Context: an optimization exercise on an open-source flow, tuned for small area, a short achievable clock period and few clock cycles. The choices shown serve that exercise and are no tape-out recipe.
Only simulation tests tie the RTL to the original design; equivalence was not proved.

<file path="run.sh">
#!/bin/bash
# synth_recipe.tcl (not shown) runs the flow's synth.tcl, then flattens the netlist and writes it again
# the make line also repeats each setting of config.mk as NAME=value (left out here)
make -C /OpenROAD-flow-scripts/flow DESIGN_CONFIG=/design/flow/config.mk WORK_HOME=/design/flow/orfs CLKGATE_MAP_FILE= SYNTH_SCRIPT=/design/flow/synth_recipe.tcl finish
</file>
<file path="config.mk">
export PLATFORM = sky130hd
export DESIGN_NAME = chip8_cpu
export DESIGN_NICKNAME = chip8_cpu
export VERILOG_FILES = /design/flow/design.v
export SDC_FILE = /design/flow/constraint.sdc
export NUM_CORES = 4
export LEC_CHECK = 0
export CAP_MARGIN = 20
export CORE_MARGIN = 2
export CORE_UTILIZATION = 40
export SLEW_MARGIN = 20
</file>
<file path="constraint.sdc">
create_clock -name core_clock -period 12.0 [get_ports {clk}]
set_input_delay 2.4000 -clock core_clock [delete_from_list [all_inputs] [get_ports {clk}]]
set_output_delay 2.4000 -clock core_clock [all_outputs]
set_load 0.01 [all_outputs]
</file>
<file path="design.v">
    `timescale 1ns / 1ps
    module chip8_cpu (
        input wire clk,
        input wire reset,
        input wire [7:0] mem_data_in,
        input wire [15:0] key_pressed,
        output reg mem_read,
        output reg [11:0] mem_addr_out,
        output reg [7:0] mem_data_out,
        output reg mem_write
    );
        reg [11:0]    pc;
        reg [11:0]    I;
        reg [7:0]     V[0:15];
        reg [15:0]    opcode;
        reg [3:0]     state;
        reg [3:0]     pc_data;
        reg [11:0]    stack[0:15];
        reg [7:0]     opcode_fh;
        reg [7:0]     opcode_sh;
        reg [7:0]     delay_timer,sound_timer; 
        reg [20:0]    one_hz;
        reg [3:0]     i;
        reg [15:0]    lfsr;       
        reg [1:0]     bcd_step;   
        wire [7:0]    vx = V[opcode[11:8]];
        wire [7:0]    vy = V[opcode[7:4]];
        wire [8:0]    add_xy = {1'b0, vx} + {1'b0, vy};
        wire [7:0]    bcd_h = vx / 8'd100;
        wire [7:0]    bcd_t = (vx / 8'd10) % 8'd10;
        wire [7:0]    bcd_o = vx % 8'd10;
        reg  [3:0]    key_idx;
        integer       k;
        always @(*) begin
            key_idx = 4'd0;
            for (k = 15; k >= 0; k = k - 1)
                if (key_pressed[k]) key_idx = k[3:0];
        end
        localparam FETCH1 = 0;
        localparam FETCH1_WAIT = 1;
        localparam FETCH2 = 2;
        localparam FETCH2_WAIT = 3;
        localparam LASTFETCH = 4;
        localparam EXECUTE = 5;
        localparam LASTFETCH_WAIT = 6;
        localparam STORE = 7;
        localparam RETRIEVE = 8;
        localparam RETRIEVE_WAIT = 9;
        localparam RETRIEVE_WAIT2 = 10;
        localparam BCD = 11;
        localparam KEYWAIT = 12;
        always @(posedge clk or posedge reset) begin
            if(reset) begin
                pc <= 12'h200;
                state <= FETCH1;
                opcode <= 0;
                I <= 12'd0;
                opcode_fh <= 0;
                opcode_sh <= 0;
                mem_read <= 0;
                mem_write <= 0;
                delay_timer <= 0;
                pc_data <= 0;
                one_hz <= 0;
                sound_timer <= 0;
                lfsr <= 16'hACE1;
                bcd_step <= 0;
            end else begin
                if (one_hz == 833333) begin  
                    one_hz <= 0;
                    if (delay_timer > 0)
                        delay_timer <= delay_timer - 1;
                    if (sound_timer > 0)
                        sound_timer <= sound_timer - 1;
                end else begin
                    one_hz <= one_hz + 1;
                end
                mem_read <= 0;
                mem_write <= 0;
            case(state)
                FETCH1: begin
                    mem_addr_out <= pc;
                    mem_read <= 1;
                    state <= FETCH1_WAIT;
                end
                FETCH1_WAIT: begin
                    state <= FETCH2;
                end
                FETCH2: begin
                    opcode_fh <= mem_data_in;
                    mem_addr_out <= pc + 1;
                    mem_read <= 1;
                    state <= FETCH2_WAIT;
                end
                FETCH2_WAIT: begin
                    state <= LASTFETCH;
                end
                LASTFETCH: begin
                    opcode_sh <= mem_data_in;
                    state <= LASTFETCH_WAIT;
                end 
                LASTFETCH_WAIT: begin
                    opcode <= {opcode_fh, opcode_sh};
                    state <= EXECUTE;
                end
                EXECUTE: begin
                    pc <= pc + 2;
                    state <= FETCH1;
                    case(opcode[15:12])                     
                        4'h6: begin
                            V[opcode[11:8]] <= opcode[7:0];
                        end
                        4'h7: begin
                            V[opcode[11:8]] <= V[opcode[11:8]] + opcode[7:0];
                        end
                        4'h1: begin
                            pc <= opcode[11:0];
                        end 
                        4'h2: begin
                            stack[pc_data] <= pc + 2;
                            pc <= opcode[11:0];
                            pc_data <= pc_data + 1;
                        end
                        4'h9: begin
                            if (vx != vy)
                                pc <= pc + 4;
                        end
                        4'h5: begin
                            if (vx == vy)
                                pc <= pc + 4;
                        end
                        4'h3: begin
                            if (vx == opcode[7:0])
                                pc <= pc + 4;
                        end
                        4'h4: begin
                            if (vx != opcode[7:0])
                                pc <= pc + 4;
                        end
                        4'h8: begin
                            case(opcode[3:0])
                                4'h0: V[opcode[11:8]] <= vy;
                                4'h1: V[opcode[11:8]] <= vx | vy;
                                4'h2: V[opcode[11:8]] <= vx & vy;
                                4'h3: V[opcode[11:8]] <= vx ^ vy;
                                4'h4: begin
                                    V[opcode[11:8]] <= add_xy[7:0];
                                    V[15] <= {7'd0, add_xy[8]};
                                end
                                4'h5: begin
                                    V[opcode[11:8]] <= vx - vy;
                                    V[15] <= {7'd0, vx >= vy};
                                end
                                4'h6: begin
                                    V[opcode[11:8]] <= vx >> 1;
                                    V[15] <= {7'd0, vx[0]};
                                end 
                                4'h7: begin
                                    V[opcode[11:8]] <= vy - vx;
                                    V[15] <= {7'd0, vy >= vx};
                                end
                                4'hE: begin
                                    V[opcode[11:8]] <= vx << 1;
                                    V[15] <= {7'd0, vx[7]};
                                end
                                default: ;
                            endcase
                        end
                        4'hA: begin 
                            I <= opcode[11:0];
                        end
                        4'hB: begin
                            pc <= opcode[11:0] + {4'd0, V[0]};
                        end
                        4'hC: begin
                            V[opcode[11:8]] <= opcode[7:0] & lfsr[7:0];
                            lfsr <= {lfsr[14:0], lfsr[15] ^ lfsr[13] ^ lfsr[12] ^ lfsr[10]};
                        end
                        4'hE: begin
                            case(opcode[7:0])
                                8'h9E: begin
                                    if (key_pressed[vx[3:0]])
                                        pc <= pc + 4;
                                end
                                8'hA1: begin
                                    if (key_pressed[vx[3:0]] != 1)
                                        pc <= pc + 4;
                                end
                                default: ;
                            endcase        
                        end    
                        4'hF: begin
                            case(opcode[7:0])
                                8'h07: begin
                                    V[opcode[11:8]] <= delay_timer;
                                end
                                8'h0A: begin
                                    pc <= pc;
                                    state <= KEYWAIT;
                                end
                                8'h15: begin
                                    delay_timer <= V[opcode[11:8]];
                                end
                                8'h18: begin
                                    sound_timer <= V[opcode[11:8]];
                                end
                                8'h1E: begin
                                    I <= I + V[opcode[11:8]];
                                end
                                8'h29: begin
                                    I <= {8'd0, vx[3:0]} * 12'd5;
                                end
                                8'h33: begin
                                    pc <= pc;
                                    bcd_step <= 0;
                                    state <= BCD;
                                end
                                8'h55: begin
                                    pc <= pc;
                                    i <= 0;
                                    state <= STORE;
                                end
                                8'h65: begin
                                    pc <= pc;
                                    i <= 0;
                                    state <= RETRIEVE;
                                end 
                                default: ;
                            endcase
                        end
                        4'hD: begin    
                        end
                        4'h0: begin
                            if (opcode[11:0] == 12'h0EE) begin
                                pc <= stack[pc_data - 1];
                                pc_data <= pc_data - 1;
                            end
                        end
                        default: ;
                    endcase 
                end
                STORE: begin 
                    mem_addr_out <= I + i;
                    mem_data_out <= V[i];
                    mem_write <= 1;
                    if (i == opcode[11:8]) begin
                        pc <= pc + 2;
                        state <= FETCH1;
                    end else begin
                        i <= i+1;
                        state <= STORE;
                    end
                end
                RETRIEVE: begin
                    mem_addr_out <= I + i;
                    mem_read <= 1;
                    state <= RETRIEVE_WAIT;
                end
                RETRIEVE_WAIT: begin
                    state <= RETRIEVE_WAIT2;
                end
                RETRIEVE_WAIT2: begin
                  V[i] <= mem_data_in;
                  if (i == opcode[11:8]) begin
                      pc <= pc + 2;
                      state <= FETCH1;
                  end else begin
                      i <= i + 1;
                      state <= RETRIEVE;
                  end
                end
                BCD: begin
                    mem_addr_out <= I + bcd_step;
                    mem_data_out <= (bcd_step == 0) ? bcd_h : (bcd_step == 1) ? bcd_t : bcd_o;
                    mem_write <= 1;
                    if (bcd_step == 2) begin
                        pc <= pc + 2;
                        state <= FETCH1;
                    end else begin
                        bcd_step <= bcd_step + 1;
                    end
                end
                KEYWAIT: begin
                    if (key_pressed != 16'd0) begin
                        V[opcode[11:8]] <= {4'd0, key_idx};
                        pc <= pc + 2;
                        state <= FETCH1;
                    end
                end
                default: state <= FETCH1;
            endcase
          end
        end
    endmodule
</file>
==> results.txt <==
[per-stage QoR]
step           hold WS, ns  cells
2_1_floorplan       0.4401   2767
3_3_place_gp        0.4541   3649
3_5_place_dp        0.4593   3651
4_1_cts             0.4735   3744
5_1_grt             0.4981   3744
6_report            0.4710   3747
[state kept, by name, indices dropped and copies added, names as in the netlist]
signal        count
i                 4
one_hz           21
mem_write         1
V               128
state             4
I                12
mem_data_out      8
opcode_sh         8
mem_addr_out     12
mem_read          1
opcode           16
stack           192
pc               12
lfsr             16
opcode_fh         8
delay_timer       8
pc_data           4
bcd_step          2
[cells by family after synthesis]
logic type                 after synthesis  synth area share [%]
muxes                                  115                 4.720
DFF                                    457                 47.04
AOI/OAI and AO/OA                      871                 21.67
adders and majority gates              105                 4.907
xor gates and xnor gates                96                 3.003
and+or+nand+nor                        849                 14.66
buffers and inverters                  274                 4.000
[worst max-delay path by stage]
stage / start / end / slack, ns
6_report: opcode[8]$_DFFE_PP0P_ / mem_data_out[3]$_DFFE_PP_ / 3.44
5_1_grt: opcode[8]$_DFFE_PP0P_ / mem_data_out[3]$_DFFE_PP_ / 3.11
4_1_cts: opcode[8]$_DFFE_PP0P_ / mem_data_out[3]$_DFFE_PP_ / 3.78
3_5_place_dp: opcode[8]$_DFFE_PP0P_ / mem_data_out[3]$_DFFE_PP_ / 3.76
3_3_place_gp: opcode[8]$_DFFE_PP0P_ / mem_data_out[3]$_DFFE_PP_ / 3.91
2_1_floorplan: reset / V[12][0]$_DFFE_PP_ / 5.15
[final cells by class]
class | count | area share (%)
multi-input combinational | 2036 | 44.08
sequential | 457 | 42.07
clock buffer | 62 | 4.275
tap | 931 | 3.720
timing repair buffer | 138 | 3.668
clock inverter | 31 | 1.083
inverter | 89 | 1.079
antenna | 3 | 0.02397
[metal layers]
metal / up-vias / wire, um / global-route usage, %
met5: - / 69 / 0
met4: 10 / 4719 / 11.32
met3: 275 / 13190 / 8.210
met2: 1648 / 45780 / 43.11
met1: 12000 / 46570 / 43.23
li1: 10590 / - / -
[cells in the final DEF, fill, tap and decap left out, types with 19 or more instances in the layout]
cell,n
a21oi_1,173
and2_1,32
o21bai_1,19
nand4_1,34
o21ai_0,172
clkdlybuf4s50_1,47
a211oi_1,20
a22oi_1,93
and3_1,25
nor2b_1,42
nor3_1,42
mux2i_1,48
nand2b_1,29
o22ai_1,24
inv_1,81
ha_1,97
xnor2_1,65
nand3_1,85
nand2_1,253
buf_4,89
o211ai_1,27
clkbuf_16,52
edfxtp_1,344
mux2_2,57
dfrtp_1,99
nor2_1,204
a221oi_1,62
xor2_1,30
a31oi_1,39
a32oi_1,22
a22o_1,40
[tightest hold or removal path, delay by kind of cell (launching register included)]
kind / cells / cell delay (ns)
DFF: 1 / 0.34
and+or+nand+nor: 2 / 0.11
==> summary.txt <==
Logic synthesis
  – Mapped Cells: 2767
  – Commonest cells post-synth: edfxtp_1 (344), nand2_1 (253), nor2_1 (214)
  – Top post-synthesis cells by area: edfxtp_1 (37%), dfrtp_1 (9.3%), ha_1 (4.3%), nand2_1 (3.4%), a21oi_1 (3.1%)
  – Sequential fraction of the synthesis area: 47.04%
  – Avg Cell Area, Syn: 10.12 um^2
  – Main synth FF type: edfxtp_1
  – Synth warnings: 3
  – Synthesized area: about 28000 um^2
  – Largest area contributor in the netlist: edfxtp_1
  – Count of state elements after synthesis: 457
  – Yosys cell types: 106
  – Count leader, synth: edfxtp_1
  – Share of synthesized registers carrying an async set or reset: between 20% and 30%
  – Share of the synthesized area in the top cell type: 36.90%
  – Post-synthesis net count: 2898
  – Post-synth EDFFs: 344

Setup path
  – CP endpoint kind: flip-flop
  – CP Data Required Time: roughly 12 ns
  – FF-to-FF path depth: 23
  – Crit path launch type: flip-flop
  – Reg-to-reg endpoint: mem_data_out[3]$_DFFE_PP_
  – Setup slack, reg-to-reg: 3.44 ns
  – CP max-delay cell: dfrtp_2
  – Most used cell, CP: ha_1
  – Crit path DAT: 8.96 ns
  – Reg-to-Reg Start: opcode[8]$_DFFE_PP0P_
  – Crit path depth: 23
  – Max FO, Critical Path: 48
  – Critical path, cell by cell: clkinv_1 > o221a_2 > a2111oi_2 > a21oi_2 > inv_1 > ha_1 > inv_1 > a211oi_2 > nor3_1 > mux2_2 > o41ai_1 > a211o_1 > inv_2 > ha_1 > or2_2 > o32ai_1 > a21oi_1 > o31a_1 > o21ai_1 > xnor2_1 > ha_1 > or3b_1 > a32o_1
  – Crit Path Category: flip-flop to flip-flop
  – CP peak stage delay: 1.05 ns
  – Largest delay share family, worst path: compound AO/OA/AOI/OAI gates
  – WP buf/inv: 4

Detailed routing
  – Vias per cell: approximately 6.5
  – Number of remaining DRC errors: 0
  – DRT iter0 DRCs: 3853
  – First-pass detailed-route iteration total: 7
  – Final WL: between 100000 and 150000 um
  – Avg WL per Cell: 29.44 um
  – Antenna Nets Post-Route: 0
  – Vias: 24.52k

Die
  – DIE WIDTH: 268.6 um
  – Core area: 68950 um^2
  – Die Y: 268.6 um
  – I/O pins: 48
  – Initial core utilization: 40.60%
  – Cell row count: 96
  – Die area: a little over 70000 um^2

Finish
  – Layout area overhead: 11.86%
  – Fin area: 31320 um^2
  – Sequential Area: 13180 um^2
  – Final-layout fill cell count: between 6k and 7k
  – Final Util: 45.42%
  – Area of the multi-input gates: between 10000 and 15000 um^2
  – Layout cells sized above 1: 11.30%
  – Layout Nets: approximately 2.9k

STA
  – Final worst-path setup slack: 3.435 ns
  – Relative slew slack: 15.86%
  – Final hold violations: 0
  – Final setup viols: 0
  – Max Slew Vio Count: 0
  – RSZ-0062 raised after global routing: no
  – Minimum clock period: 8.565 ns
  – Final Skew: 0.03205 ns
  – Slew @ Worst Pin: 1.257 ns
  – Final period util: a little under three quarters
  – Final TNS setup: 0 ns
  – Fmax: about 120 MHz

Placed design
  – Dpl hpwl: 78040 um
  – Post-Place Setup Slack: 3.756 ns
  – PortBufs: 47
  – Post-Place Cell Area: slightly below 30000 um^2
  – Routability-driven placement congestion ratio: 1.044

Clock network
  – H-tree depth: 2
  – Clock transition at path regs: 0.06 ns
  – CTS tree: yes
  – Clock Latency Late Sink: 0.64 ns
  – Clock Root Buffer: clkbuf_16
  – Clock buffer depth: 3
  – # clock sinks: 457
  – CTS Buf Count: 51
  – Post-CTS Hold Buffers: 0
  – Post-CTS Setup Bufs: 0
  – Post-CTS resize count: 0

Outcome
  – Outcome: no timing/DRC/antenna violations

Min path
  – Hold endpoint: opcode_fh[6]$_DFFE_PP0P_
  – Hold wc startpoint: opcode_fh[6]$_DFFE_PP0P_
  – Min-delay worst type: flip-flop to flip-flop
  – Hold Path Stages: 2

GRT
  – Initial antenna violation count: 10
  – GRT Total Usage: 30.10%
  – Largest net degree at the start of global routing: 76
  – Grt total ovfl: 0
  – Number of global-route vias before repair: 23.00k
  – First-pass GRT wire length: between 150000 and 200000 um

Run
  – Max-cap violations: 0
Testbench counts, summed over its fixed seeds: cycles 579,722.

## afterwards: timing with drivers on the ports
Ports are ideal in the flow. The routed layout listed here was re-timed in OpenROAD. Step 1, drivers: a clkbuf_16 drives clk and a buf_2 each remaining input, both assumed. Step 2 also shifts input and output timing later by t, the mid clock arrival at the registers, as if the neighbouring blocks saw the same clock. Slacks: ideal / step 1 / step 2; pairs: ideal / step 1.
t (ns): 0.693
setup slack, ns: 3.435 / 3.435 / 3.435
latest minus earliest clock arrival (ns): 0.032 / 0.032
After both steps this run still meets setup and hold. For this run, drivers alone change the setup slack by 0.000 ns; drivers and shift together by 0.000 ns.
